This design comes from an exercise in tuning for small area and a short achievable clock period on the open sky130 flow, not from production work. No run shown here included a check of the RTL's function; only the layout flow was run. Power figures rest on the tool's default switching activity, not on a simulated workload.

===== flow/config.mk =====
export PLATFORM = sky130hd
export DESIGN_NAME = maxpool_new
export DESIGN_NICKNAME = maxpool_new
export VERILOG_FILES = /design/flow/design.v
export SDC_FILE = /design/flow/constraint.sdc
export NUM_CORES = 4
export LEC_CHECK = 0
export CAP_MARGIN = 50
export CORE_MARGIN = 2
export CORE_UTILIZATION = 40
export SLEW_MARGIN = 70
export SYNTH_HIERARCHICAL = 1

===== flow/constraint.sdc =====
create_clock -name core_clock -period 25.0 [get_ports {clk}]
set_input_delay 5.0000 -clock core_clock [delete_from_list [all_inputs] [get_ports {clk}]]
set_output_delay 5.0000 -clock core_clock [all_outputs]
set_load 0.01 [all_outputs]

===== flow/design.v =====
module maxpool_new(
	input [4:0] stride,
	input  maxpool_enable,
	output reg [18:0] address1 , write_address,
	output reg maxpool_done, patch_end,
	input clk ,
	input reset,
	input [9:0]  w1 ,h1,
	input [4:0] w2,h2,
	output reg [9:0] width,
	output [9:0] height
    );
reg [9:0] w1r;
reg [4:0] w2m1, h2m1, sr;
reg [4:0]  hi, vi;       
reg [9:0]  Hn;           
reg        fw;           
reg [18:0] W;            
reg [18:0] N;            
reg [9:0]  Vrem;         
reg [9:0]  q;            
reg [4:0]  r;            
reg        wvalid;       
assign height = maxpool_done ? q : 10'd0;
wire [18:0] a_step, w_sum, wa_n;
wire [4:0]  hi_n, vi_n, r_n;
wire [9:0]  Hn_n, Vrem_n, q_n, width_n;
wire        done_n, pe_n, fw_n;
wire        c_run, c_a_step, c_a_w, c_a_N, c_vi, c_pend, c_w_step, c_w_N, c_w_w;
wire        c_qr, c_row, c_width, c_ncap;
maxpool_step st (
	.w1r(w1r), .w2m1(w2m1), .h2m1(h2m1), .sr(sr),
	.address1(address1), .write_address(write_address), .maxpool_done(maxpool_done),
	.hi(hi), .vi(vi), .Hn(Hn), .fw(fw), .W(W), .Vrem(Vrem),
	.q(q), .r(r), .wvalid(wvalid),
	.a_step(a_step), .w_sum(w_sum), .wa_n(wa_n),
	.hi_n(hi_n), .vi_n(vi_n), .r_n(r_n),
	.Hn_n(Hn_n), .Vrem_n(Vrem_n), .q_n(q_n), .width_n(width_n),
	.done_n(done_n), .pe_n(pe_n), .fw_n(fw_n),
	.c_run(c_run), .c_a_step(c_a_step), .c_a_w(c_a_w), .c_a_N(c_a_N),
	.c_vi(c_vi), .c_pend(c_pend), .c_w_step(c_w_step), .c_w_N(c_w_N), .c_w_w(c_w_w),
	.c_qr(c_qr), .c_row(c_row), .c_width(c_width), .c_ncap(c_ncap)
);
wire [18:0] a_d, wa_d, W_d, N_d;
wire [4:0]  hi_d, vi_d, r_d;
wire [9:0]  Hn_d, Vrem_d, q_d, width_d;
wire        done_d, pe_d, fw_d, wv_d;
maxpool_gate gt (
	.reset(reset), .en(maxpool_enable), .stride(stride), .h1(h1),
	.address1(address1), .write_address(write_address), .maxpool_done(maxpool_done),
	.patch_end(patch_end), .hi(hi), .vi(vi), .Hn(Hn), .fw(fw), .W(W), .N(N),
	.Vrem(Vrem), .q(q), .r(r), .wvalid(wvalid), .width(width),
	.a_step(a_step), .w_sum(w_sum), .wa_n(wa_n),
	.hi_n(hi_n), .vi_n(vi_n), .r_n(r_n),
	.Hn_n(Hn_n), .Vrem_n(Vrem_n), .q_n(q_n), .width_n(width_n),
	.done_n(done_n), .pe_n(pe_n), .fw_n(fw_n),
	.c_run(c_run), .c_a_step(c_a_step), .c_a_w(c_a_w), .c_a_N(c_a_N),
	.c_vi(c_vi), .c_pend(c_pend), .c_w_step(c_w_step), .c_w_N(c_w_N), .c_w_w(c_w_w),
	.c_qr(c_qr), .c_row(c_row), .c_width(c_width), .c_ncap(c_ncap),
	.a_d(a_d), .wa_d(wa_d), .W_d(W_d), .N_d(N_d),
	.hi_d(hi_d), .vi_d(vi_d), .r_d(r_d),
	.Hn_d(Hn_d), .Vrem_d(Vrem_d), .q_d(q_d), .width_d(width_d),
	.done_d(done_d), .pe_d(pe_d), .fw_d(fw_d), .wv_d(wv_d)
);
always @(posedge clk) begin
	w1r  <= w1;
	w2m1 <= w2 - 5'd1;
	h2m1 <= h2 - 5'd1;
	sr   <= stride;
	address1      <= a_d;
	write_address <= wa_d;
	maxpool_done  <= done_d;
	patch_end     <= pe_d;
	hi     <= hi_d;
	vi     <= vi_d;
	Hn     <= Hn_d;
	fw     <= fw_d;
	W      <= W_d;
	N      <= N_d;
	Vrem   <= Vrem_d;
	q      <= q_d;
	r      <= r_d;
	wvalid <= wv_d;
	width  <= width_d;
end
endmodule
module maxpool_step(
	input [9:0]  w1r,
	input [4:0]  w2m1, h2m1, sr,
	input [18:0] address1, write_address,
	input        maxpool_done,
	input [4:0]  hi, vi,
	input [9:0]  Hn,
	input        fw,
	input [18:0] W,
	input [9:0]  Vrem,
	input [9:0]  q,
	input [4:0]  r,
	input        wvalid,
	output [18:0] a_step, w_sum, wa_n,
	output [4:0]  hi_n, vi_n, r_n,
	output [9:0]  Hn_n, Vrem_n, q_n, width_n,
	output        done_n, pe_n, fw_n,
	output        c_run, c_a_step, c_a_w, c_a_N, c_vi, c_pend, c_w_step, c_w_N, c_w_w,
	output        c_qr, c_row, c_width, c_ncap
);
function [19:0] radd;
	input [18:0] x, y;
	input        ci;
	integer i;
	reg c;
	begin
		c = ci;
		for (i = 0; i < 19; i = i + 1) begin
			radd[i] = x[i] ^ y[i] ^ c;
			c = (x[i] & y[i]) | (c & (x[i] ^ y[i]));
		end
		radd[19] = c;
	end
endfunction
function [18:0] fadd;
	input [18:0] x;
	input [9:0]  y;
	reg [5:0] lo, m0, m1;
	reg [18:0] hi0, hi1;
	reg c10;
	begin
		lo  = radd({14'd0, x[4:0]}, {14'd0, y[4:0]}, 1'b0);
		m0  = radd({14'd0, x[9:5]}, {14'd0, y[9:5]}, 1'b0);
		m1  = radd({14'd0, x[9:5]}, {14'd0, y[9:5]}, 1'b1);
		hi0 = {10'd0, x[18:10]};
		hi1 = radd({10'd0, x[18:10]}, 19'd0, 1'b1);
		c10 = lo[5] ? m1[5] : m0[5];
		fadd = {c10 ? hi1[8:0] : hi0[8:0], lo[5] ? m1[4:0] : m0[4:0], lo[4:0]};
	end
endfunction
wire [9:0]  D1      = w1r - {5'd0, w2m1};          
wire        wrap    = (hi == w2m1);
wire        vlast   = (vi == h2m1);
wire        pend    = wrap & vlast;
wire [19:0] hd      = radd({9'd0, Hn}, {9'd0, ~D1}, 1'b1);
wire        lastwin = hd[10];                      
wire        rowend  = pend & lastwin;
wire [19:0] vi1w    = radd({14'd0, vi}, 19'd0, 1'b1);
wire [4:0]  vi1     = vi1w[4:0];
wire        ncap    = wrap & (vi1 == sr) & fw;
assign a_step = fadd(address1, wrap ? D1 : 10'd1);
wire [19:0] ws = radd(W, {14'd0, sr}, 1'b0);
assign w_sum  = ws[18:0];
assign c_run    = ~maxpool_done;
assign c_a_step = c_run & (~pend | rowend & ncap);
assign c_a_w    = c_run & pend & ~rowend;
assign c_a_N    = c_run & rowend & ~ncap;
assign c_vi     = c_run & wrap;
assign c_pend   = c_run & pend;
assign c_w_step = c_pend & rowend & ncap;
assign c_w_N    = c_pend & rowend & ~ncap;
assign c_w_w    = c_pend & ~rowend;
assign c_qr     = c_pend & (~wvalid | lastwin);
assign c_row    = c_run & rowend;
assign c_width  = c_row & ~wvalid;
assign c_ncap   = c_run & ncap;
wire [4:0]  dm1   = wvalid ? h2m1 : w2m1;
wire [19:0] rt    = radd({14'd0, r}, {14'd0, sr}, 1'b0);              
wire [19:0] rs    = radd({13'd0, rt[5:0]}, {13'd1, ~dm1}, 1'b0);      
wire        ge    = rs[6];
wire [19:0] qi    = radd({9'd0, q}, 19'd0, ge);
wire        s_h2  = (sr == h2m1 + 5'd1);                              
wire        first = rowend & ~wvalid;
wire [19:0] wa1   = radd(write_address, 19'd0, 1'b1);
wire [19:0] hi1   = radd({14'd0, hi}, 19'd0, 1'b1);
wire [19:0] hs    = radd({9'd0, Hn}, {14'd0, sr}, 1'b0);
wire [19:0] vs    = radd({9'd0, Vrem}, {9'd0, 5'h1f, ~sr}, 1'b1);
assign wa_n    = wa1[18:0];
assign hi_n    = wrap ? 5'd0 : hi1[4:0];
assign vi_n    = vlast ? 5'd0 : vi1;
assign Hn_n    = lastwin ? {5'd0, sr} : hs[9:0];
assign fw_n    = lastwin;
assign Vrem_n  = vs[9:0];
assign width_n = qi[9:0];
assign q_n     = first ? {9'd0, s_h2} : qi[9:0];
assign r_n     = first ? (s_h2 ? 5'd0 : sr) : ge ? rs[4:0] : rt[4:0];
assign done_n  = rowend ? (Vrem == {5'd0, sr})
                        : (wrap & ~vlast & fw & ({5'd0, vi1} == Vrem));
assign pe_n    = c_pend;
endmodule
module maxpool_gate(
	input        reset, en,
	input [4:0]  stride,
	input [9:0]  h1,
	input [18:0] address1, write_address,
	input        maxpool_done, patch_end,
	input [4:0]  hi, vi,
	input [9:0]  Hn,
	input        fw,
	input [18:0] W, N,
	input [9:0]  Vrem, q,
	input [4:0]  r,
	input        wvalid,
	input [9:0]  width,
	input [18:0] a_step, w_sum, wa_n,
	input [4:0]  hi_n, vi_n, r_n,
	input [9:0]  Hn_n, Vrem_n, q_n, width_n,
	input        done_n, pe_n, fw_n,
	input        c_run, c_a_step, c_a_w, c_a_N, c_vi, c_pend, c_w_step, c_w_N, c_w_w,
	input        c_qr, c_row, c_width, c_ncap,
	output [18:0] a_d, wa_d, W_d, N_d,
	output [4:0]  hi_d, vi_d, r_d,
	output [9:0]  Hn_d, Vrem_d, q_d, width_d,
	output        done_d, pe_d, fw_d, wv_d
);
wire ne = ~reset & en;
wire nr = ~reset;
wire l_run    = ne & c_run,    k_run   = nr & ~(en & c_run);
wire l_a_step = ne & c_a_step;
wire l_a_w    = ne & c_a_w;
wire l_a_N    = ne & c_a_N;
wire l_pe     = ne,            k_pe    = nr & ~en;
wire l_vi     = ne & c_vi,     k_vi    = nr & ~(en & c_vi);
wire l_pend   = ne & c_pend,   k_pend  = nr & ~(en & c_pend);
wire l_w_step = ne & c_w_step;
wire l_w_N    = ne & c_w_N;
wire l_w_w    = ne & c_w_w;
wire l_qr     = ne & c_qr,     k_qr    = nr & ~(en & c_qr);
wire l_row    = ne & c_row,    k_row   = nr & ~(en & c_row);
wire l_width  = ne & c_width,  k_width = nr & ~(en & c_width);
wire l_ncap   = en & c_ncap,   k_ncap  = ~(en & c_ncap);
mp_sel3 #(19) s_a (.l0(l_a_step), .l1(l_a_w), .l2(l_a_N), .k(k_run),
	.n0(a_step), .n1(w_sum), .n2(N), .q(address1), .d(a_d));
mp_sel3 #(19) s_W (.l0(l_w_step), .l1(l_w_w), .l2(l_w_N), .k(k_pend),
	.n0(a_step), .n1(w_sum), .n2(N), .q(W), .d(W_d));
mp_sel #(19) s_N  (.l(l_ncap), .k(k_ncap), .n(a_step), .q(N), .d(N_d));
mp_sel #(19) s_wa (.l(l_pend), .k(k_pend), .n(wa_n), .q(write_address), .d(wa_d));
mp_sel #(1)  s_dn (.l(l_run), .k(k_run), .n(done_n), .q(maxpool_done), .d(done_d));
mp_sel #(5)  s_hi (.l(l_run), .k(k_run), .n(hi_n), .q(hi), .d(hi_d));
mp_sel #(1)  s_pe (.l(l_pe), .k(k_pe), .n(pe_n), .q(patch_end), .d(pe_d));
mp_sel #(5)  s_vi (.l(l_vi), .k(k_vi), .n(vi_n), .q(vi), .d(vi_d));
mp_sel #(10) s_q  (.l(l_qr), .k(k_qr), .n(q_n), .q(q), .d(q_d));
mp_sel #(5)  s_r  (.l(l_qr), .k(k_qr), .n(r_n), .q(r), .d(r_d));
mp_sel #(10) s_wd (.l(l_width), .k(k_width), .n(width_n), .q(width), .d(width_d));
mp_sel #(1)  s_wv (.l(l_row), .k(k_row), .n(1'b1), .q(wvalid), .d(wv_d));
mp_sel2 #(10) s_Hn (.l0(l_pend), .l1(reset), .k(k_pend),
	.n0(Hn_n), .n1({5'd0, stride}), .q(Hn), .d(Hn_d));
mp_sel2 #(10) s_V  (.l0(l_row), .l1(reset), .k(k_row),
	.n0(Vrem_n), .n1(h1), .q(Vrem), .d(Vrem_d));
assign fw_d = reset | l_pend & fw_n | k_pend & fw;
endmodule
module mp_sel #(parameter W = 1) (
	input          l, k,
	input  [W-1:0] n, q,
	output [W-1:0] d
);
assign d = {W{l}} & n | {W{k}} & q;
endmodule
module mp_sel2 #(parameter W = 1) (
	input          l0, l1, k,
	input  [W-1:0] n0, n1, q,
	output [W-1:0] d
);
assign d = {W{l0}} & n0 | {W{l1}} & n1 | {W{k}} & q;
endmodule
module mp_sel3 #(parameter W = 1) (
	input          l0, l1, l2, k,
	input  [W-1:0] n0, n1, n2, q,
	output [W-1:0] d
);
assign d = {W{l0}} & n0 | {W{l1}} & n1 | {W{l2}} & n2 | {W{k}} & q;
endmodule

===== flow/flow/run.sh =====
#!/bin/bash
# Standard layout, with the port buffers made from buf_2 cells and timing
# repair asked to leave more setup slack than the clock period needs.
export BUFFER_PORTS_ARGS="-buffer_cell sky130_fd_sc_hd__buf_2"
export SETUP_SLACK_MARGIN=18
bash standard.sh > standard.log 2>&1

===== flow/standard.sh =====
#!/bin/bash
# synth_recipe.tcl (not shown) runs the flow's synth.tcl, then flattens the netlist and writes it again
# the make line also repeats each setting of config.mk as NAME=value (left out here)
make -C /OpenROAD-flow-scripts/flow DESIGN_CONFIG=/design/flow/config.mk WORK_HOME=/design/flow/orfs CLKGATE_MAP_FILE= SYNTH_SCRIPT=/design/flow/synth_recipe.tcl "${@:-finish}"

==> results of run 1 <==
[cell type report]
cell class              count  area [sq um]  area share, %
well taps                 280         350.3          3.456
multi-input cells         573          5125          50.55
inverters                  89         334.1          3.295
clock buffers              18         429.2          4.233
flip-flops and latches    160          3211          31.67
repair buffers            102         535.5          5.282
clock inverters            14         153.9          1.518
[per-layer routing]
| metal | vias to the layer above | wire length [um] | global-route usage (%) |
|---|---|---|---|
| li1 | 3252 | - | - |
| met3 | 26 | 1039 | 4.511 |
| met4 | 0 | 336 | 6.186 |
| met5 | - | 0 | 0 |
| met2 | 183 | 9637 | 28.64 |
| met1 | 3119 | 9874 | 25.03 |
[through the flow]
stage | worst slack, ns | total power [mW] | std cells | area (sq um) | util (%)
floorplan | 18.92 | 0.3243 | 871 | 9036 | -
global placement | 18.07 | 0.3421 | 1204 | 9467 | 43.11
detailed placement | 18.52 | 0.3447 | 1204 | 9543 | 43.46
CTS | 18.74 | 0.6085 | 1236 | 10130 | 46.11
global route | 18.66 | 0.6323 | 1236 | 10140 | 46.17
finish | 18.74 | 0.6021 | 1236 | 10140 | 46.17
[modules after synthesis, one instance, submodules excluded, excerpt]
| module | flops+latches | cells inside |
|---|---|---|
| maxpool_new | 160 | 188 |
| maxpool_step | 0 | 386 |
| maxpool_gate | 0 | 29 |
[Yosys cell counts, types with 20 or more instances]
library cell / number
sky130_fd_sc_hd__dfxtp_1: 160
sky130_fd_sc_hd__ha_1: 89
sky130_fd_sc_hd__inv_1: 89
sky130_fd_sc_hd__a22o_1: 76
sky130_fd_sc_hd__a22oi_1: 54
sky130_fd_sc_hd__nand2_1: 54
sky130_fd_sc_hd__and2_1: 44
sky130_fd_sc_hd__buf_6: 32
sky130_fd_sc_hd__fa_1: 29
sky130_fd_sc_hd__xor2_1: 25
sky130_fd_sc_hd__a22oi_2: 22
sky130_fd_sc_hd__nor2_1: 21
sky130_fd_sc_hd__xnor2_1: 21
sky130_fd_sc_hd__a21oi_1: 20
sky130_fd_sc_hd__a222oi_1: 20
[worst paths after layout]
check                  startpoint                end  slack [ns]  cells past startpoint
max          maxpool_done$_DFF_P_          height[5]       18.74                      2
min reg2reg     patch_end$_DFF_P_  patch_end$_DFF_P_        0.46                      1
min             patch_end$_DFF_P_  patch_end$_DFF_P_        0.46                      1
max reg2reg       w2m1[0]$_DFF_P_      W[14]$_DFF_P_       19.80                     21
[flip-flops by register name, indices dropped and copies added (netlist names), 5 cells and up]
name           flops
w2m1               5
write_address     19
sr                 5
w1r               10
width             10
hi                 5
address1          19
N                 19
Hn                10
vi                 5
Vrem              10
r                  5
W                 19
q                 10
h2m1               5
[cells by family (layout without fill, tap and decap cells)]
family,count (synthesis),count (layout)
AO/OA/AOI/OAI,233,233
flip-flops,160,160
AND/OR/NAND/NOR,157,157
buffers and inverters,138,223
adder cells (fa/ha/maj),118,118
XOR/XNOR,47,47
multiplexers,12,12
other,2,6
[layout by cell type, fill, tap and decap left out, drive strengths merged, types with 2 or more instances in the layout]
cell type	Yosys	routed
a21oi	20	20
a222oi	20	20
a22o	76	76
a22oi	76	76
and2	44	44
buf	42	101
bufinv	0	2
clkbuf	7	19
clkinv	0	4
clkinvlp	0	2
conb	2	6
dfxtp	160	160
fa	29	29
ha	89	89
inv	89	95
mux2	9	9
mux2i	3	3
nand2	54	54
nand2b	2	2
nand3	5	5
nand4	3	3
nor2	21	21
nor2b	2	2
nor3	7	7
nor3b	5	5
o211ai	3	3
o21a	4	4
o21ai	15	15
o31ai	6	6
o41ai	5	5
or2	3	3
or3	5	5
or4	4	4
xnor2	21	21
xor2	25	25
[power by group through the flow]
stage	clock, mW	sequential (mW)	combinational, mW
after global routing	0.281	0.271	0.0796
after global placement	0	0.276	0.0659
after floorplan	0	0.273	0.0510
after detailed placement	0	0.276	0.0683
final	0.263	0.271	0.0687
after CTS	0.269	0.271	0.0686
==> run summary, run 1 <==
The mapped netlist covers 9021 sq um. The combinational fraction of design power came out at 11.4%. Traced cell by cell, the critical path runs through and2_1 -> buf_2. Across all layers, the routed design uses 6580 vias.

The quantity of hold-fixing buffers added after cts came out at 0. The part of the cycle the worst path needs is 25.04%. The distinct cell type count of the synthesized netlist came out at 53. Setup repair after global routing left no endpoint under its margin. The number of global-route vias before repair was 6650. The number of violations reported at the end of detailed-routing iteration 0 came out at 416.

The largest fanout on the critical path came out at 17. The number of CTS-inserted buffers came out at 17. The share of layout cells above drive strength 1 is 21.03%. The data required time of the critical path came out at 20.00 ns. Broken down by cell family, the worst path's largest delay share belongs to flip-flops. The post-synthesis xor/xnor area fraction came out at 4.716%. The tool flagged a number of max-cap violations equal to 0. The clock skew after layout came out at 0.007329 ns. Setup violations remaining at the end of the flow were counted as 0.

0 antenna diodes ended up in the layout. For this run, the leading register cell type out of synthesis is sky130_fd_sc_hd__dfxtp_1. The switching share of total power came out at 26.99%.

The initial core utilization came out at 41.08%. The relative contribution of the clock network to total power came out at 43.6%. The mux cell area share after synthesis is 1.498%. The proportion of netlist area held by the largest area contributor is 35.51%. The average via count per standard cell is 5.324. The floorplan die area came out at 23770 sq um. In this run the number of H-tree levels came out at 4. For this run the aggregate overflow at the end of global routing stands at 0. The post-synthesis compound-gate area fraction came out at 21.44%. The gate count of the mapped netlist came out at 867. The growth of design area from synthesis to finish came out at 12.39%.

Yosys attributes the largest share of cell area to sky130_fd_sc_hd__dfxtp_1 36%, sky130_fd_sc_hd__ha_1 12%, sky130_fd_sc_hd__a22o_1 7.4%. The share of synthesized cell area in and, or, nand and nor gates came out at 9.126%. The total half-perimeter wirelength after legalization and detailed placement came out at 14.75 mm.

Entering global routing, the biggest net connects 49 pins. The number of flops mapped to enable cells by yosys is 0. The remaining antenna violation count after routing is 0.

The count of synthesis-stage warnings from yosys is 8. Counting the fill cells in the layout gives 2102. The power density normalized to cell area is 59.39 nW/um^2. The leakage component of the power is 4.934 nW. The number of buffer and inverter stages on the critical path is 1. The async set-reset flop share out of synthesis is 0%. The data arrival time of the critical path came out at 1.26 ns. For this block, the routed nets add up to 20.89 mm of wire. The worst setup path is launched from a flop. The synthesized area per cell is 10.41 sq um.

The number of I/O port buffers came out at 97. In this run the core area contains 54 standard-cell rows. At the end of routability-driven placement, the weighted congestion stood at 0.8226. Dividing the detail-routed wire length by the instance count gives 16.90 um. The I/O pin count came out at 98. The post-CTS repair timing setup buffer count came out at 0. TritonCTS built the clock tree. The internal portion of total power came out at 0.4396 mW.

For the final routed database, the setup TNS stands at 0 ns. The worst setup path is captured at an output port. Counting along the longest clock path gives a buffer depth of 2. The kind of critical path is flop to output port.

Before antenna repair, the detailed router went through 10 iterations. The core outline area came out at 21960 sq um. For this run, design rule violations remaining after detail routing come to 0.

The clock latency of the later-clocked register in the worst-skew pair came out at 0.44 ns. The root buffer cell chosen for the clock tree is sky130_fd_sc_hd__clkbuf_16. The standard cell with the maximum stage delay on the critical path is sky130_fd_sc_hd__dfxtp_2.

The switching power of the nets is 0.1625 mW. The final net count came out at 1099. The wire length of the first global-routing pass is 34.78 mm. The flow ran to the end and the layout has no timing, DRC or antenna violations. The synthesized netlist devotes 18.78% of its cell area to adder and majority cells. By area, the combinational part of the netlist is dominated by compound AO/OA/AOI/OAI gates.

The die extent in y came out at 154.2 um. The final hold slack came out at 0.4629 ns. The clock period minus final worst setup slack is 6.259 ns. The die is 154.2 um wide. The global-route total usage across every layer came out at 18.38%.

The tightest min-delay check is of the flop to flop type. The worst stage delay on the critical path came out at 0.49 ns. VDD sags by at most 0.04230 mV. The number of antenna violations at the first check in global routing is 0. After clock tree synthesis, the clock-pin slew on the worst setup and hold paths is 0.07 ns. Of the total power, registers draw 44.9%. For this run, the top clock speed supported by timing is 159.8 MHz.

The sequential element share of the synthesized area is 35.51%. The flip-flop and latch count after synthesis is 160. sky130_fd_sc_hd__dfxtp_1 takes more of the synthesized area than any other cell. The total clock sinks is 160.

Gates resized during post-CTS repair numbered 0. The number of pins with negative max-slew slack in the final report came out at 0. The final hold violation count is 0.
==> run 2, diff against run 1 <==
--- a/flow/config.mk
+++ b/flow/config.mk
@@ -10,2 +10,3 @@
 export CORE_UTILIZATION = 40
+export CTS_BUF_LIST = sky130_fd_sc_hd__clkbuf_8
 export SLEW_MARGIN = 70
==> run summary, run 2 <==
The distinct cell type count of the synthesized netlist is 53 (unchanged). The synthesized area per cell was 10.41 sq um (unchanged). The setup path with the least slack is of type flop to output port.

The growth of design area from synthesis to finish came out at 10.25%. Leaving out fill and tap cells, the most frequent cell in the layout is sky130_fd_sc_hd__dfxtp_1. The final non-filler cell total is 1236 (unchanged). The number of max-capacitance violations reported is 0 (unchanged).

The number of CTS-inserted buffers came out at 17 (unchanged). The async set-reset flop share out of synthesis is 0% (unchanged). The post-CTS repair timing setup buffer count is 0 (unchanged). The path with the worst hold slack has its endpoint at patch_end$_DFF_P_. The adder-cell share of the synthesized area is 18.78% (unchanged). The register-to-register path setup slack is 19.79 ns (about the same). The number of endpoints failing setup at the final stage was 0 (unchanged). The average wire per standard cell came out at 16.77 um (-0.76%).

The sequential element share of the synthesized area is 35.51% (unchanged). The area of the mapped netlist is 9021 sq um (unchanged). The area of placed instances was 9543 sq um (unchanged). The worst register-to-register path begins at sr[0]$_DFF_P_. The global-route total usage across every layer is 18.18% (-0.21 points). The share of synthesized cell area in and, or, nand and nor gates came out at 9.126% (unchanged). The quantity of hold-fixing buffers added after cts came out at 0 (unchanged). The post-placement worst setup slack is 18.52 ns (unchanged). The mux cell area share after synthesis came out at 1.498% (unchanged). The leakage component of the power came out at 4.851 nW (-1.7%). The final wirelength is 20.73 mm (-0.76%).

The clock skew after layout is 0.01656 ns (+0.009231 ns). The largest fanout on the critical path was 17 (unchanged). The remaining antenna violation count after routing is 0 (unchanged). The total clock sinks is 160 (unchanged). The most used flip-flop cell after synthesis is sky130_fd_sc_hd__dfxtp_1.

The number of violations reported at the end of detailed-routing iteration 0 was 407 (-2.2%). The count of antenna diodes in the layout came out at 0 (unchanged). The worst reg-to-reg path cell count came to 21 (unchanged). Setup repair after global routing left no endpoint under its margin.

The quantity of gates resized following cts was 0 (unchanged). The part of the cycle the worst path needs is 25.07% (+0.038 points). The number of antenna violations at the first check in global routing is 0 (unchanged). The total non-filler cell area in the finished layout came out at 9946 sq um (-1.9%).

The count of synthesis-stage warnings from yosys is 8 (unchanged). The clock period minus final worst setup slack is 6.268 ns (+0.009500 ns). The count of fill cells added during filler insertion is 2133 (+1.5%). The post-placement cell count is 1204 (unchanged). The number of global-route vias before repair is 6685 (+0.53%). The row count was 54 (unchanged). The flip-flop and latch count after synthesis came out at 160 (unchanged). The number of flops mapped to enable cells by yosys came out at 0 (unchanged). The weighted congestion reported at the end of routability-driven placement is 0.8226 (unchanged). The post-synthesis compound-gate area fraction came out at 21.44% (unchanged). The overall power after layout came out at 0.5336 mW (-11%). The clock slew seen by the registers of the worst setup and hold paths came out at 0.09 ns (+0.02 ns).

The initial core utilization is 41.08% (unchanged). The data required time of the critical path is 20.00 ns (about the same). The peak clock frequency supported by timing came out at 159.5 MHz (-0.15%). The via total after detailed routing is 6548 (-0.49%). The share of layout cells above drive strength 1 came out at 20.92% (-0.10 points). The endpoint type of the worst setup path is an output port. The number of DRC violations after detailed routing is 0 (unchanged). The CTS root buffer is sky130_fd_sc_hd__clkbuf_8.

The sum of negative setup slack is 0 ns (unchanged). The worst hold path begins at patch_end$_DFF_P_. The CTS tree is built. The register area is 3209 sq um (about the same).

The hold-critical path depth came to 1 (unchanged). The number of buffers on the longest clock path is 2 (unchanged). The final hold violation count is 0 (unchanged). The power density normalized to cell area is 53.65 nW/um^2 (-9.7%). The maximum VDD drop is 0.03470 mV (-18%). The post-synthesis xor/xnor area fraction came out at 4.716% (unchanged). The final global-route overflow total is 0 (unchanged). The number of iterations in the first detailed-routing pass came to 6 (-4). The pin count of the biggest net entering global routing came out at 49 (unchanged). The I/O pin count is 98 (unchanged).

By area, the combinational part of the netlist is dominated by compound AO/OA/AOI/OAI gates. The gate count of the mapped netlist is 867 (unchanged). The final net count is 1099 (unchanged). The count of H-tree levels built during CTS is 4 (unchanged). By area the synthesized netlist is led by sky130_fd_sc_hd__dfxtp_1 36%, sky130_fd_sc_hd__ha_1 12%, sky130_fd_sc_hd__a22o_1 7.4%.

The footprint of the multi-input gates is 5125 sq um (unchanged). The core outline area came out at 21960 sq um (unchanged). In the post-synthesis netlist, the cell with the most instances is sky130_fd_sc_hd__dfxtp_1. The average via count per standard cell is 5.298 (-0.49%).

The worst setup path is launched from a flop. The path class of the lowest-slack min-delay path is flop to flop. The capture instance of the worst register-to-register path is W[18]$_DFF_P_. The proportion of netlist area held by the largest area contributor came out at 35.51% (unchanged). The wire length of the first global-routing pass is 34.72 mm (-0.16%). The number of I/O port buffers is 97 (unchanged).

The die width is 154.2 um (unchanged). The data arrival time of the critical path came out at 1.27 ns (about the same). The clock latency of the later-clocked register in the worst-skew pair came out at 0.46 ns (+0.02 ns). The biggest area contributor in the post-synthesis netlist is sky130_fd_sc_hd__dfxtp_1. The worst-case setup margin in the final layout came out at 18.73 ns (-0.009500 ns). The floorplan die area came out at 23770 sq um (unchanged). The number of pins with negative max-slew slack in the final report is 0 (unchanged). The die extent in y is 154.2 um (unchanged). In the layout the commonest cells are 155 x sky130_fd_sc_hd__dfxtp_1, 96 x sky130_fd_sc_hd__buf_2, 89 x sky130_fd_sc_hd__inv_1, 89 x sky130_fd_sc_hd__ha_1, 76 x sky130_fd_sc_hd__a22o_1. Ranked by instance count, the synthesized netlist is headed by 160 x sky130_fd_sc_hd__dfxtp_1, 89 x sky130_fd_sc_hd__ha_1, 89 x sky130_fd_sc_hd__inv_1. The total half-perimeter wirelength after legalization and detailed placement came out at 14.75 mm (unchanged). The run finished with no timing, DRC or antenna violations.
[run 2: changes by cell type in the layout (fill, tap and decap cells not counted)]
cell and change:
sky130_fd_sc_hd__clkbuf_1 -1, sky130_fd_sc_hd__clkbuf_8 +17, sky130_fd_sc_hd__dfxtp_2 -1, sky130_fd_sc_hd__clkbuf_16 -17, sky130_fd_sc_hd__dfxtp_1 +1, sky130_fd_sc_hd__inv_1 +1
[run 2: kinds of logic after synthesis]
kind of cell / after synthesis
flops: 160
buf+inv: 138
mux: 12
fa+ha+maj: 118
simple gates: 157
other cells: 2
xor+xnor: 47
compound gates: 233
[run 2: metal layers]
layer  vias to the layer above  wire length, um  global-route usage (%)
met5                         -                0                       0
met2                       143             9658                   29.04
li1                       3245                -                       -
met3                        24              933                   4.147
met4                         0              312                   5.340
met1                      3136             9825                   24.66
[run 2: area by class of cell]
class | instances | area share (%)
Multi-Input combinational cell | 573 | 51.53
Sequential cell | 160 | 32.27
Timing Repair Buffer | 102 | 5.384
Tap cell | 280 | 3.522
Inverter | 89 | 3.359
Clock buffer | 17 | 2.352
Clock inverter | 15 | 1.585
[run 2: worst max-delay path by stage]
stage,startpoint,endpoint
after floorplan,reset,Hn[8]$_DFF_P_
after global placement,reset,Hn[8]$_DFF_P_
after detailed placement,maxpool_enable,W[15]$_DFF_P_
after CTS,maxpool_done$_DFF_P_,height[5]
after global routing,maxpool_done$_DFF_P_,height[5]
final,maxpool_done$_DFF_P_,height[5]
[run 2: report_power, final]
part	switching, mW	internal, mW	leakage (nW)
sequential	0.00885	0.262	1.31
clock	0.104	0.0902	0.201
combinational	0.0396	0.0290	3.34
[run 2: per-stage QoR]
| stage | utilization (%) | hold WS [ns] |
|---|---|---|
| floorplan | - | 0.4392 |
| global placement | 43.11 | 0.4547 |
| detailed placement | 43.46 | 0.4490 |
| CTS | 45.24 | 0.4775 |
| global route | 45.29 | 0.4879 |
| finish | 45.29 | 0.4678 |
[run 2: worst max-delay path, cell delays in order, from the launching register on]
cell and delay [ns]:
sky130_fd_sc_hd__dfxtp_2 0.49, sky130_fd_sc_hd__and2_1 0.19, sky130_fd_sc_hd__buf_2 0.13
[run 2: modules after synthesis (local to each module, per instance), excerpt]
module / times used / cells
maxpool_new: 1 / 188
maxpool_gate: 1 / 29
maxpool_step: 1 / 386
==> run 3, diff against run 2 <==
==> flow/flow/run.sh (replaced) <==
#!/bin/bash
# Standard layout, with the port buffers made from buf_2 cells and timing
# repair asked to leave more setup slack than the clock period needs.
export BUFFER_PORTS_ARGS="-buffer_cell sky130_fd_sc_hd__buf_1"
export SETUP_SLACK_MARGIN=18
bash standard.sh > standard.log 2>&1
--- a/flow/config.mk
+++ b/flow/config.mk
@@ -10,3 +10,2 @@
 export CORE_UTILIZATION = 40
-export CTS_BUF_LIST = sky130_fd_sc_hd__clkbuf_8
 export SLEW_MARGIN = 70
==> run summary, run 3 <==
The run finished with no timing, DRC or antenna violations. The distinct cell type count of the synthesized netlist came out at 53 (unchanged). The number of global-route vias before repair is 6585 (-1.5%). The row count is 54 (unchanged). sky130_fd_sc_hd__dfxtp_1 is the most common cell in the netlist. The adder-cell share of the synthesized area was 18.78% (unchanged). The number of endpoints failing setup at the final stage is 0 (unchanged).

Broken down by cell family, the worst path's largest delay share belongs to flip-flops. The critical path is of the flop to output port type. The global-route total usage across every layer is 18.00% (-0.18 points). The critical path goes through and2_1 -> buf_1. The CTS root buffer is sky130_fd_sc_hd__clkbuf_16. The mux cell area share after synthesis came to 1.498% (unchanged). The post-synthesis compound-gate area fraction is 21.44% (unchanged). The number of CTS-inserted buffers came out at 17 (unchanged).

The part of the cycle the worst path needs is 25.04% (-0.036 points). The number of DRC violations after detailed routing is 0 (unchanged). The average wire per standard cell is 16.55 um (-1.3%).

The endpoint type of the worst setup path is an output port. The initial core utilization came out at 41.08% (unchanged). The proportion of netlist area held by the largest area contributor is 35.51% (unchanged). The power density normalized to cell area is 59.62 nW/um^2 (+11%). The quantity of gates resized following cts is 0 (unchanged). The quantity of hold-fixing buffers added after cts came out at 0 (unchanged).

The count of synthesis-stage warnings from yosys came out at 8 (unchanged). The count of H-tree levels built during CTS came to 4 (unchanged). The number of max-capacitance violations reported came out at 0 (unchanged). The final wirelength is 20.47 mm (-1.2%). The peak clock frequency supported by timing is 159.8 MHz (+0.15%). In the layout the commonest cells are 155 x sky130_fd_sc_hd__dfxtp_1, 96 x sky130_fd_sc_hd__buf_1, 89 x sky130_fd_sc_hd__ha_1.

The primary flip-flop cell chosen by synthesis mapping is sky130_fd_sc_hd__dfxtp_1. The count of antenna diodes in the layout came out at 0 (unchanged). The leakage component of the power is 4.571 nW (-5.8%). The pin count of the biggest net entering global routing is 49 (unchanged).

The maximum VDD drop is 0.03943 mV (+14%). The worst stage delay on the critical path is 0.50 ns (about the same). The main combinational cell family by area after synthesis is compound AO/OA/AOI/OAI gates. The floorplan die area was 23770 sq um (unchanged). The number of antenna violations at the first check in global routing is 0 (unchanged). The tightest min-delay check is of the flop to flop type. TritonCTS built the clock tree.

The largest fanout on the critical path is 17 (unchanged). By area the synthesized netlist is led by sky130_fd_sc_hd__dfxtp_1 36%, sky130_fd_sc_hd__ha_1 12%, sky130_fd_sc_hd__a22o_1 7.4%. The number of flops mapped to enable cells by yosys came to 0 (unchanged).

The weighted congestion reported at the end of routability-driven placement came out at 0.8312 (+1.0%). The total half-perimeter wirelength after legalization and detailed placement is 14.57 mm (-1.2%). The final hold violation count was 0 (unchanged). Ranked by instance count, the synthesized netlist is headed by 160 x sky130_fd_sc_hd__dfxtp_1, 89 x sky130_fd_sc_hd__ha_1, 89 x sky130_fd_sc_hd__inv_1. The I/O pin count is 98 (unchanged). The slowest stage of the critical path belongs to the cell sky130_fd_sc_hd__dfxtp_2.

The area of the mapped netlist came out at 9021 sq um (unchanged). The clock skew after layout came to 0.009567 ns (-0.006994 ns). The clock slew seen by the registers of the worst setup and hold paths came to 0.06 ns (-0.03 ns). The flip-flop and latch count after synthesis came to 160 (unchanged).

The worst setup path is launched from a flop. The die width came to 154.2 um (unchanged). The remaining antenna violation count after routing is 0 (unchanged). The growth of design area from synthesis to finish came out at 11.07%. The die extent in y is 154.2 um (unchanged). The number of buffers on the longest clock path came out at 2 (unchanged). The number of I/O port buffers is 97 (unchanged). The gate count of the mapped netlist is 867 (unchanged). The clock period minus final worst setup slack is 6.259 ns (-0.009100 ns). The async set-reset flop share out of synthesis came out at 0% (unchanged). The total clock sinks came out at 160 (unchanged). The via total after detailed routing came to 6516 (-0.49%). The share of synthesized cell area in and, or, nand and nor gates is 9.126% (unchanged). The clock latency of the later-clocked register in the worst-skew pair came out at 0.43 ns (-0.03 ns).

The post-CTS repair timing setup buffer count is 0 (unchanged). The data required time of the critical path came out at 20.00 ns (about the same). The sequential element share of the synthesized area was 35.51% (unchanged). The number of pins with negative max-slew slack in the final report came out at 0 (unchanged). Leaving out fill and tap cells, the most frequent cell in the layout is sky130_fd_sc_hd__dfxtp_1. The average via count per standard cell came out at 5.268 (-0.57%). The data arrival time of the critical path came out at 1.26 ns (about the same). The end-of-flow core utilization came to 45.63% (+0.34 points).

The number of iterations in the first detailed-routing pass came out at 5 (-1). The synthesized design spends more area on one cell type than any other, namely sky130_fd_sc_hd__dfxtp_1. Setup repair after global routing left no endpoint under its margin. The core outline area is 21960 sq um (unchanged). The synthesized area per cell is 10.41 sq um (unchanged). The post-synthesis xor/xnor area fraction is 4.716% (unchanged).

The final net count is 1100 (+0.091%). The number of buffer and inverter stages on the critical path is 1 (unchanged). The number of violations reported at the end of detailed-routing iteration 0 is 416 (+2.2%). The sum of negative setup slack is 0 ns (unchanged). The wire length of the first global-routing pass came out at 34.15 mm (-1.6%). The final global-route overflow total is 0 (unchanged). The share of layout cells above drive strength 1 came out at 10.87% (-10 points).
## run 3: per-module statistics from Yosys, one instance, submodules excluded, excerpt
module | copies in the design | cells | area (sq um) | flops+latches
maxpool_new | 1 | 188 | 3411 | 160
maxpool_step | 1 | 386 | 3292 | 0
maxpool_gate | 1 | 29 | 188.9 | 0
## run 3: logic make-up (layout without fill, tap and decap cells)
| logic type | count (synthesis) | count (layout) |
|---|---|---|
| other | 2 | 6 |
| xor gates and xnor gates | 47 | 47 |
| and+or+nand+nor | 157 | 157 |
| buffers and inverters | 138 | 224 |
| muxes | 12 | 12 |
| adders and majority gates | 118 | 118 |
| DFF | 160 | 160 |
| AOI/OAI and AO/OA | 233 | 233 |
## run 3: worst register-to-register path, stage by stage, from the launching register on
cell                      delay [ns]
sky130_fd_sc_hd__dfxtp_1        0.41
sky130_fd_sc_hd__xnor2_1        0.14
sky130_fd_sc_hd__nand3_1        0.20
sky130_fd_sc_hd__nor2_2         0.37
sky130_fd_sc_hd__nand2_1        0.16
sky130_fd_sc_hd__fa_1           0.43
sky130_fd_sc_hd__fa_1           0.36
sky130_fd_sc_hd__inv_1          0.08
sky130_fd_sc_hd__fa_1           0.16
sky130_fd_sc_hd__inv_1          0.05
sky130_fd_sc_hd__fa_1           0.41
sky130_fd_sc_hd__nand2_1        0.07
sky130_fd_sc_hd__o21ai_0        0.10
sky130_fd_sc_hd__fa_1           0.39
sky130_fd_sc_hd__fa_1           0.38
sky130_fd_sc_hd__inv_1          0.10
sky130_fd_sc_hd__fa_1           0.17
sky130_fd_sc_hd__inv_1          0.05
sky130_fd_sc_hd__fa_2           0.45
sky130_fd_sc_hd__mux2_2         0.35
sky130_fd_sc_hd__a22oi_1        0.20
sky130_fd_sc_hd__nand2_1        0.08
## run 3: per-stage QoR
stage	area, sq um	std cells	total power [mW]	worst slack, ns	hold WS (ns)
5_1_grt	10020	1237	0.6263	18.65	0.4993
2_1_floorplan	9036	871	0.3243	18.92	0.4392
3_3_place_gp	9353	1205	0.3412	17.87	0.4561
4_1_cts	10000	1237	0.6031	18.71	0.4736
6_report	10020	1237	0.5974	18.74	0.4713
3_5_place_dp	9422	1205	0.3436	18.54	0.4555
## run 3: cell type report
type	instances	area, sq um
clock inverter	12	133.9
timing repair buffer	103	420.4
fill	2126	11940
clock buffer	20	446.7
tap	280	350.3
inverter	89	334.1
multi-input combinational	573	5125
sequential	160	3209
## run 3: layer usage
layer | wire length [um] | GRT usage [%] | vias up
met5 | 0 | 0 | -
met4 | 213 | 4.895 | 0
met3 | 964 | 4.035 | 18
met2 | 9469 | 29.25 | 148
met1 | 9824 | 24.20 | 3096
li1 | - | - | 3254
## run 3: path summary, 6_finish.rpt
path	slack (ns)	to	from	cells after the start
worst max register to register	19.78	W[13]$_DFF_P_	w2m1[3]$_DFF_P_	21
worst max-delay path	18.74	height[0]	maxpool_done$_DFF_P_	2
worst min-delay path	0.47	width[2]$_DFF_P_	width[2]$_DFF_P_	1
worst min register to register	0.47	width[2]$_DFF_P_	width[2]$_DFF_P_	1
## run 3: report_power, final
| part | total, mW | internal, mW | switching, mW |
|---|---|---|---|
| registers | 0.271 | 0.262 | 0.00872 |
| clock network | 0.259 | 0.150 | 0.109 |
| logic | 0.0677 | 0.0281 | 0.0396 |
| total | 0.597 | 0.440 | 0.157 |

-- port drivers added, routing unchanged --
In the flow no input, the clock included, has a driving cell. The finished layouts below were timed again as built, in two steps.
Step 1 assumes that a clkbuf_16 drives the clock port and a buf_2 every other input.
Step 2 adds t to the input delays and takes it off the output delays; t is the mean of the earliest and latest rising clock arrival at the registers after step 1. Input paths then give back, and output paths get back, about the clock's delay inside the block.
Three values: no drivers, after step 1, after step 2; two values: the first two.
run	shift t [ns]	setup slack, ns	hold WS [ns]	worst register clock-pin slew, ns
run 1	0.479	18.741 / 18.695 / 18.536	0.463 / 0.463 / 0.463	0.07 / 0.07
run 2	0.495	18.731 / 18.687 / 18.561	0.468 / 0.468 / 0.468	0.10 / 0.10
run 3	0.470	18.741 / 18.693 / 18.500	0.471 / 0.471 / 0.471	0.07 / 0.07
After both steps every run listed still meets setup and hold. The setup slack of run 3, which loses most, moves by -0.048 ns with the drivers and by -0.241 ns with both steps.
